Context: an optimization exercise on an open-source flow, tuned for small area, a short achievable clock period and few clock cycles per item. The choices shown serve that exercise and are no tape-out recipe.
Where RTL was checked, it was by simulation tests only, not by an equivalence proof against the original.

## lane 1
// multiply
module multiply (clk, prod, fin, mcand, mplier, reset);
	input clk, reset;
	output [63:0] prod;
	output fin;
	input [31:0] mcand, mplier;
	reg first;		 
	reg [2:0] cnt;		 
	reg [34:0] S, C;	 
	reg [5:0] lx, ly;	 
	reg cin;		 
	reg bprev;		 
	reg [29:0] sh;	 
	assign fin = (cnt == 6);
	wire [35:0] mpx = {4'd0, mplier};
	wire [5:0] src = first ? mpx[5:0] : sh[5:0];
	wire bm1 = bprev & ~first;
	wire [34:0] a = S & {35{~first}} | {1'b1, 34'd0} & {35{first}};
	wire [34:0] b = C & {35{~first}};
	wire [33:0] m1 = {2'b00, mcand};
	wire [33:0] m2 = {1'b0, mcand, 1'b0};
	wire [2:0] g0 = {src[1], src[0], bm1};
	wire s1_0 = g0[1] ^ g0[0];
	wire s2_0 = (g0 == 3'b100) | (g0 == 3'b011);
	wire ng0 = g0[2];
	wire [33:0] r0 = (({34{s1_0}} & m1) | ({34{s2_0}} & m2)) ^ {34{ng0}};
	wire [2:0] g1 = {src[3], src[2], src[1]};
	wire s1_1 = g1[1] ^ g1[0];
	wire s2_1 = (g1 == 3'b100) | (g1 == 3'b011);
	wire ng1 = g1[2];
	wire [33:0] r1 = (({34{s1_1}} & m1) | ({34{s2_1}} & m2)) ^ {34{ng1}};
	wire [2:0] g2 = {src[5], src[4], src[3]};
	wire s1_2 = g2[1] ^ g2[0];
	wire s2_2 = (g2 == 3'b100) | (g2 == 3'b011);
	wire ng2 = g2[2];
	wire [33:0] r2 = (({34{s1_2}} & m1) | ({34{s2_2}} & m2)) ^ {34{ng2}};
	wire l0_2_0_s = a[2] ^ b[2];
	wire l0_2_0_c = a[2] & b[2];
	wire l0_3_1_s = a[3] ^ b[3];
	wire l0_3_1_c = a[3] & b[3];
	wire l0_4_2_s = a[4] ^ b[4] ^ r0[4];
	wire l0_4_2_c = (a[4] & b[4]) | (a[4] & r0[4]) | (b[4] & r0[4]);
	wire l0_4_3_s = r1[2] ^ r2[0];
	wire l0_4_3_c = r1[2] & r2[0];
	wire l0_5_4_s = a[5] ^ b[5] ^ r0[5];
	wire l0_5_4_c = (a[5] & b[5]) | (a[5] & r0[5]) | (b[5] & r0[5]);
	wire l0_5_5_s = r1[3] ^ r2[1];
	wire l0_5_5_c = r1[3] & r2[1];
	wire l0_6_6_s = a[6] ^ b[6] ^ r0[6];
	wire l0_6_6_c = (a[6] & b[6]) | (a[6] & r0[6]) | (b[6] & r0[6]);
	wire l0_6_7_s = r1[4] ^ r2[2];
	wire l0_6_7_c = r1[4] & r2[2];
	wire l0_7_8_s = a[7] ^ b[7] ^ r0[7];
	wire l0_7_8_c = (a[7] & b[7]) | (a[7] & r0[7]) | (b[7] & r0[7]);
	wire l0_7_9_s = r1[5] ^ r2[3];
	wire l0_7_9_c = r1[5] & r2[3];
	wire l0_8_10_s = a[8] ^ b[8] ^ r0[8];
	wire l0_8_10_c = (a[8] & b[8]) | (a[8] & r0[8]) | (b[8] & r0[8]);
	wire l0_8_11_s = r1[6] ^ r2[4];
  ...
make LEC_CHECK=0 CAP_MARGIN=20 CORE_MARGIN=2 CORE_UTILIZATION=40 SLEW_MARGIN=20 finish   # period 4.5 ns
run.sh (not shown) runs the stock make flow with config.mk's settings and CLKGATE_MAP_FILE= SYNTH_SCRIPT=/design/flow/synth_recipe.tcl, a recipe that flattens the netlist after the stock synthesis.
Testbench counts of lane 1, summed over its fixed seeds: cycles 22,400, items 3,200.
Here is what was changed in the inputs of lane 2 compared with lane 1.
==> flow/flow/run.sh (new file) <==
#!/bin/bash
# Standard layout (the standard.sh, unchanged synthesis), but the ports get
# plain buf_2 buffers instead of the clkdlybuf4s50 delay cells that
# buffer_ports picks by default.  ORFS writes each step's log under orfs/logs.
export BUFFER_PORTS_ARGS="-buffer_cell sky130_fd_sc_hd__buf_2"
bash standard.sh > standard.log 2>&1
==> flow/standard.sh (new file) <==
#!/bin/bash
# synth_recipe.tcl (not shown) runs the flow's synth.tcl, then flattens the netlist and writes it again
# the make line also repeats each setting of config.mk as NAME=value (left out here)
make -C /OpenROAD-flow-scripts/flow DESIGN_CONFIG=/design/flow/config.mk WORK_HOME=/design/flow/orfs CLKGATE_MAP_FILE= SYNTH_SCRIPT=/design/flow/synth_recipe.tcl "${@:-finish}"
removed: flow/run.sh
==> notes.md <==
The final reports for lane 2 and lane 1 show detailed-routing wirelength on met1 lower in the former.
Lane 2: global-route wire length before repair lower than lane 1
Reported for lane 2 and lane 1, total number of multi-input combinational cells turned out identical to the last digit.
Finished layout cell area ends up higher on lane 1.
Relative to lane 1, sequential share of cell area increased by 1.3 points in lane 2.
Edits applied to the flow inputs when going from lane 2 to lane 3:
Settings: SETUP_SLACK_MARGIN now 0.5, previously not set.
==> flow/flow/run.sh <==
#!/bin/bash
# Standard layout, but with plain buffers on the ports instead of delay cells.
export BUFFER_PORTS_ARGS="-buffer_cell sky130_fd_sc_hd__buf_2"
bash standard.sh > standard.log 2>&1
Notes after the runs:
Status: fraction of area in multi-input gates parity (lane 3, lane 2). Higher shortest period the worst path allows was reported by lane 2, not lane 3. Lane 2 has a higher met1 capacity usage during global routing than lane 3. In the flow results for lane 3 and lane 2, the fmax is larger on lane 3. Going from lane 2 to lane 3, cell area has increased; later-pin clock latency in the skew report went up 0.02 ns; synthesis-to-layout area growth increased by 1.1 points relative to the old numbers.
--- input diff lane 3..lane 4 ---
Settings: ABC_CLOCK_PERIOD_IN_PS now 3000, previously not set; SETUP_SLACK_MARGIN no longer set, was 0.5.
[summary]
- Lane 3 → lane 4: worst hold slack moved down, post-layout instance area moved down, multi-input logic portion of the cell area level.
- The last weighted congestion value of the routability-driven placer in lane 4 sits 0.0092 below the value recorded for lane 3.
- Compared with lane 3, lane 4 shows proportion of cell area occupied by registers higher by 0.21 points.
- Route | lane 4 vs lane 3 | wire shorter in lane 4
- Re number of cell instances on the worst register-to-register path: lane 3 and lane 4 aren't equal, and the lower value belongs to lane 4.

Setup of sierra:
Another version of the RTL of multiply (not shown whole).
Size: roughly 0.015 mm^2 of cells after synthesis.
Settings: LEC_CHECK=0, CAP_MARGIN=20, CORE_MARGIN=2, CORE_UTILIZATION=60, CTS_BUF_LIST=sky130_fd_sc_hd__clkbuf_8, CTS_CLUSTER_SIZE=30, SETUP_SLACK_MARGIN=0.5, SLEW_MARGIN=20; clock period 4.5 ns.
standard.sh (not shown) runs the stock make flow with config.mk's settings and CLKGATE_MAP_FILE= SYNTH_SCRIPT=/design/flow/synth_recipe.tcl, a recipe that flattens the netlist after the stock synthesis.
==> flow/flow/run.sh <==
#!/bin/bash
# Standard layout, but with plain buffers on the ports instead of delay cells.
export BUFFER_PORTS_ARGS="-buffer_cell sky130_fd_sc_hd__buf_2"
bash standard.sh > standard.log 2>&1
The final layout from sierra, which completed every stage, passed the timing, DRC and antenna checks at the end of the flow.
Testbench counts of sierra, summed over its fixed seeds: cycles 12,800, items 3,200.
Relative to sierra, the following input files were edited for garnet:
- CTS_BUF_LIST: sky130_fd_sc_hd__clkbuf_8 -> unset
- CTS_CLUSTER_SIZE: 30 -> unset
- CORE_UTILIZATION: 60 -> 40
--- a/flow/flow/run.sh
+++ b/flow/flow/run.sh
@@ -2 +2,3 @@
-# Standard layout, but with plain buffers on the ports instead of delay cells.
+# Standard layout (the standard.sh, unchanged synthesis), but the ports get
+# plain buf_2 buffers instead of the clkdlybuf4s50 delay cells that
+# buffer_ports picks by default.  ORFS writes each step's log under orfs/logs.
## What came out
Against sierra, garnet reports a largest driver fanout on the critical path that is higher.
Modified inputs, pepper compared to garnet
- putting CTS_BUF_LIST at sky130_fd_sc_hd__clkbuf_8 where nothing was set
- putting CTS_CLUSTER_SIZE at 30 where nothing was set
==> flow/flow/run.sh <==
#!/bin/bash
# Standard layout, but with plain buffers on the ports instead of delay cells.
export BUFFER_PORTS_ARGS="-buffer_cell sky130_fd_sc_hd__buf_2"
bash standard.sh > standard.log 2>&1
Results
- Between pepper and garnet, the sequential share of layout area is higher for pepper.
- pepper vs. garnet: worst hold slack went up by 0.0052 ns.
- From garnet to pepper, placed standard-cell area did not move at all.
- Summary of pepper over garnet: post-route DRC violation count shows no meaningful change; area occupied by multi-input gates moved down; global-route usage over all layers saw little to no change; met1 usage in global routing flat.
- Final cycle utilization of the critical path: pepper > garnet
- From garnet to pepper the numbers moved as follows: net count of the finished layout now larger.
- pepper -> garnet: via count flat
> inputs changed (pepper -> violet)
- CTS_BUF_LIST no longer set, was sky130_fd_sc_hd__clkbuf_8
- CTS_CLUSTER_SIZE no longer set, was 30
Results
- violet completed; timing, DRC and antenna clean
- Diff pepper -> violet: cell count went down by 0.32%; final clock period utilization by the worst path went down by 0.36 points; met1 track demand over resource in global routing was more or less identical.
- In violet relative to pepper, highest clock frequency the design can meet had gone up slightly.
- The standard cells in violet occupy more silicon area than those in pepper do.
- On violet: synthesis-to-layout area growth is 1.2 points higher than what pepper gave.

## main
multiply, a different RTL version from the one above (not shown whole).
For scale: roughly 1400 cells after synthesis.
export LEC_CHECK = 0
export CAP_MARGIN = 20
export CORE_MARGIN = 2
export CORE_UTILIZATION = 40
export SETUP_SLACK_MARGIN = 0.35
export SLEW_MARGIN = 20
export SYNTH_HIERARCHICAL = 1
export SYNTH_MINIMUM_KEEP_SIZE = 0
create_clock -name core_clock -period 4.5 [get_ports {clk}]
==> flow/flow/run.sh <==
#!/bin/bash
# Standard layout, but with plain buffers on the ports instead of delay cells.
export BUFFER_PORTS_ARGS="-buffer_cell sky130_fd_sc_hd__buf_2"
bash standard.sh > standard.log 2>&1
Relative to main, the following input files were edited for the feature branch:
# main
export LEC_CHECK = 0
export CAP_MARGIN = 20
export CORE_MARGIN = 2
export CORE_UTILIZATION = 40
export SETUP_SLACK_MARGIN = 0.35
export SLEW_MARGIN = 20
export SYNTH_HIERARCHICAL = 1
export SYNTH_MINIMUM_KEEP_SIZE = 0
create_clock -name core_clock -period 4.5 [get_ports {clk}]
# the feature branch
export LEC_CHECK = 0
export CAP_MARGIN = 20
export CORE_MARGIN = 2
export CORE_UTILIZATION = 40
export SETUP_SLACK_MARGIN = 0.5
export SLEW_MARGIN = 20
export SYNTH_HIERARCHICAL = 1
export SYNTH_MINIMUM_KEEP_SIZE = 0
create_clock -name core_clock -period 4.5 [get_ports {clk}]
## What came out
- Per the final summary, the feature branch finished and its layout is clean on timing, DRC and antenna.
- When the feature branch is measured against main, its instance area after placement turns out 350 um2 higher.
- The feature branch vs. main: global-route usage went up by 0.21 points.
- Diff main -> the feature branch | final critical-path required period | decrease of 0.23 ns
- Going from main to the feature branch, synthesized area level; setup skew after layout lost 0.0079 ns; routed wire length went up by about 0.8%.
No run of this note included a check of the RTL's function; only the layout flow was run.

multiply, a different RTL version from the one above (not shown whole).
Size in the first run: about 1400 cells after synthesis, roughly 130 flip-flops, ~15000 sq um of cells after synthesis.
export LEC_CHECK = 0
export CAP_MARGIN = 20
export CORE_MARGIN = 2
export CORE_UTILIZATION = 40
export CTS_BUF_LIST = sky130_fd_sc_hd__clkbuf_8
export SETUP_SLACK_MARGIN = 0.65
export SLEW_MARGIN = 20
export SYNTH_HIERARCHICAL = 1
export SYNTH_MINIMUM_KEEP_SIZE = 0
create_clock -name core_clock -period 4.5 [get_ports {clk}]
==> flow/flow/run.sh <==
#!/bin/bash
# Standard layout (the standard.sh, unchanged synthesis), but the ports get
# plain buf_2 buffers instead of the clkdlybuf4s50 delay cells that
# buffer_ports picks by default.  ORFS writes each step's log under orfs/logs.
export BUFFER_PORTS_ARGS="-buffer_cell sky130_fd_sc_hd__buf_2"
bash standard.sh > standard.log 2>&1
Testbench counts at the start, summed over its fixed seeds: cycles 12,800, items 3,200.
Rerun with:
==> flow/flow/run.sh (replaced) <==
#!/bin/bash
# Standard layout, but with plain buffers on the ports instead of delay cells.
export BUFFER_PORTS_ARGS="-buffer_cell sky130_fd_sc_hd__buf_2"
bash standard.sh > standard.log 2>&1
- CORE_UTILIZATION: 40 -> 55
- CTS_BUF_LIST: sky130_fd_sc_hd__clkbuf_8 -> not set
- PLACE_DENSITY: not set -> 0.75
Outcome: Fmax shrinks by 1.0%; synthesized cell count does not change; critical path depth rose by 1; routed wire length decreases by 6.0%; final area fell by 0.81%.
Rerun with:
- CORE_UTILIZATION: 55 -> 40
- PLACE_DENSITY: 0.75 -> not set
Effect: Worst hold slack gets worse by 0.0051 ns; count of clock-buffer cells in the layout is lower by 3; non-clock buffer count rises by 2.
Rerun with:
- SETUP_SLACK_MARGIN: 0.65 -> 0.5
What happened: The new run went through all stages and came out clean; maximum frequency went down slightly; die area does not change; sequential share of layout area hardly moves; critical path depth went down by 3; hold slack barely changes; wire length went down slightly.
Rerun with:
==> flow/flow/run.sh (replaced) <==
#!/bin/bash
# Standard layout (the standard.sh, unchanged synthesis), but the ports get
# plain buf_2 buffers instead of the clkdlybuf4s50 delay cells that
# buffer_ports picks by default.  ORFS writes each step's log under orfs/logs.
export BUFFER_PORTS_ARGS="-buffer_cell sky130_fd_sc_hd__buf_2"
bash standard.sh > standard.log 2>&1
- SETUP_SLACK_MARGIN: 0.5 -> 0.65
- The new run produced a clean layout
- die area is unchanged
- worst hold slack barely changes
- via count barely changes
- global-route usage does not change
- cell count stays flat
- design area went up slightly
- register-to-register slack is better by 0.12 ns
- non-clock buffer count is higher by 3
- sequential cell count is unchanged
Rerun with:
==> flow/flow/run.sh (replaced) <==
#!/bin/bash
# Standard layout, but with plain buffers on the ports instead of delay cells.
export BUFFER_PORTS_ARGS="-buffer_cell sky130_fd_sc_hd__buf_2"
bash standard.sh > standard.log 2>&1
- SETUP_SLACK_MARGIN: 0.65 -> 0.8
Outcome: Area after synthesis is unchanged; final area went up by a few percent; register-to-register slack gets better by 0.03 ns; core utilization went up by 2.0 points; clock-buffer cell count does not change; maximum frequency increases slightly; worst setup slack improves by 0.056 ns; global-route usage grows by 0.88 points.

multiply again, from the RTL that the note above started with.
==> flow/config.mk <==
export PLATFORM = sky130hd
export DESIGN_NAME = multiply
export DESIGN_NICKNAME = multiply
export VERILOG_FILES = /design/flow/design.v
export SDC_FILE = /design/flow/constraint.sdc
export NUM_CORES = 4
export LEC_CHECK = 0
export CAP_MARGIN = 20
export CORE_MARGIN = 2
export CORE_UTILIZATION = 40
export SETUP_SLACK_MARGIN = 0.5
export SLEW_MARGIN = 20
export SYNTH_HIERARCHICAL = 1
export SYNTH_MINIMUM_KEEP_SIZE = 0
==> flow/constraint.sdc <==
create_clock -name core_clock -period 4.5 [get_ports {clk}]
set_input_delay 0.9000 -clock core_clock [delete_from_list [all_inputs] [get_ports {clk}]]
set_output_delay 0.9000 -clock core_clock [all_outputs]
set_load 0.01 [all_outputs]
==> flow/flow/run.sh <==
#!/bin/bash
# Standard layout (the standard.sh, unchanged synthesis), but the ports get
# plain buf_2 buffers instead of the clkdlybuf4s50 delay cells that
# buffer_ports picks by default.  ORFS writes each step's log under orfs/logs.
export BUFFER_PORTS_ARGS="-buffer_cell sky130_fd_sc_hd__buf_2"
bash standard.sh > standard.log 2>&1
Testbench counts at the start, summed over its fixed seeds: cycles 12,800, items 3,200.
Rerun with:
==> flow/flow/run.sh (replaced) <==
#!/bin/bash
# Standard layout, but with plain buffers on the ports instead of delay cells.
export BUFFER_PORTS_ARGS="-buffer_cell sky130_fd_sc_hd__buf_2"
bash standard.sh > standard.log 2>&1
Settings changed: CTS_BUF_LIST from default to sky130_fd_sc_hd__clkbuf_8, SETUP_SLACK_MARGIN 0.5 to 0.65.
Routed wire length grows by 0.86%; non-clock buffer count grows by 7; area after synthesis is unchanged; design area stays flat; count of clock-buffer cells in the layout does not change; die area is unchanged.

[what the ideal ports hide]
How much do the figures lean on ideal ports? The routed layouts below were timed once more, with nothing changed but the port constraints. Step 1 sets driving cells, clkbuf_16 on the clock port and buf_2 on the other inputs (assumed; they add their load-dependent delay and slew). Step 2, shift: input delay + t, output delay - t, t = (earliest + latest rising clock arrival at the registers) / 2. This alone moves slack from input paths to output paths. Three values: ideal ports, drivers, drivers and shift; two values: the first two.
run	t (ns)	slack for setup (ns)	worst register clock-pin slew, ns	pins driven straight from the clock port
lane 1	0.413	0.106 / 0.059 / 0.088	0.09 / 0.09	1
lane 2	0.402	0.261 / 0.219 / 0.359	0.09 / 0.09	1
lane 3	0.416	0.626 / 0.581 / 0.476	0.09 / 0.09	1
lane 4	0.402	0.261 / 0.219 / 0.359	0.09 / 0.09	1
sierra	0.516	0.439 / 0.393 / 0.105	0.11 / 0.11	1
garnet	0.499	0.499 / 0.449 / 0.072	0.07 / 0.07	1
pepper	0.548	0.482 / 0.435 / 0.094	0.10 / 0.10	1
violet	0.499	0.499 / 0.449 / 0.072	0.07 / 0.07	1
main	0.487	0.346 / 0.295 / 0.011	0.06 / 0.06	1
the feature branch	0.483	0.579 / 0.554 / 0.124	0.07 / 0.07	1
the first run of note 4	0.505	0.831 / 0.802 / 0.343	0.11 / 0.11	1
the second run of note 4	0.467	0.793 / 0.743 / 0.348	0.07 / 0.07	1
the third run of note 4	0.478	0.785 / 0.752 / 0.328	0.07 / 0.07	1
the fourth run of note 4	0.477	0.725 / 0.702 / 0.265	0.08 / 0.08	1
the fifth run of note 4	0.478	0.785 / 0.752 / 0.328	0.07 / 0.07	1
the sixth run of note 4	0.477	0.841 / 0.822 / 0.364	0.07 / 0.07	1
the first run of note 5	0.477	0.725 / 0.702 / 0.265	0.08 / 0.08	1
the second run of note 5	0.505	0.831 / 0.802 / 0.343	0.11 / 0.11	1
After both steps setup and hold are still met in every run listed.
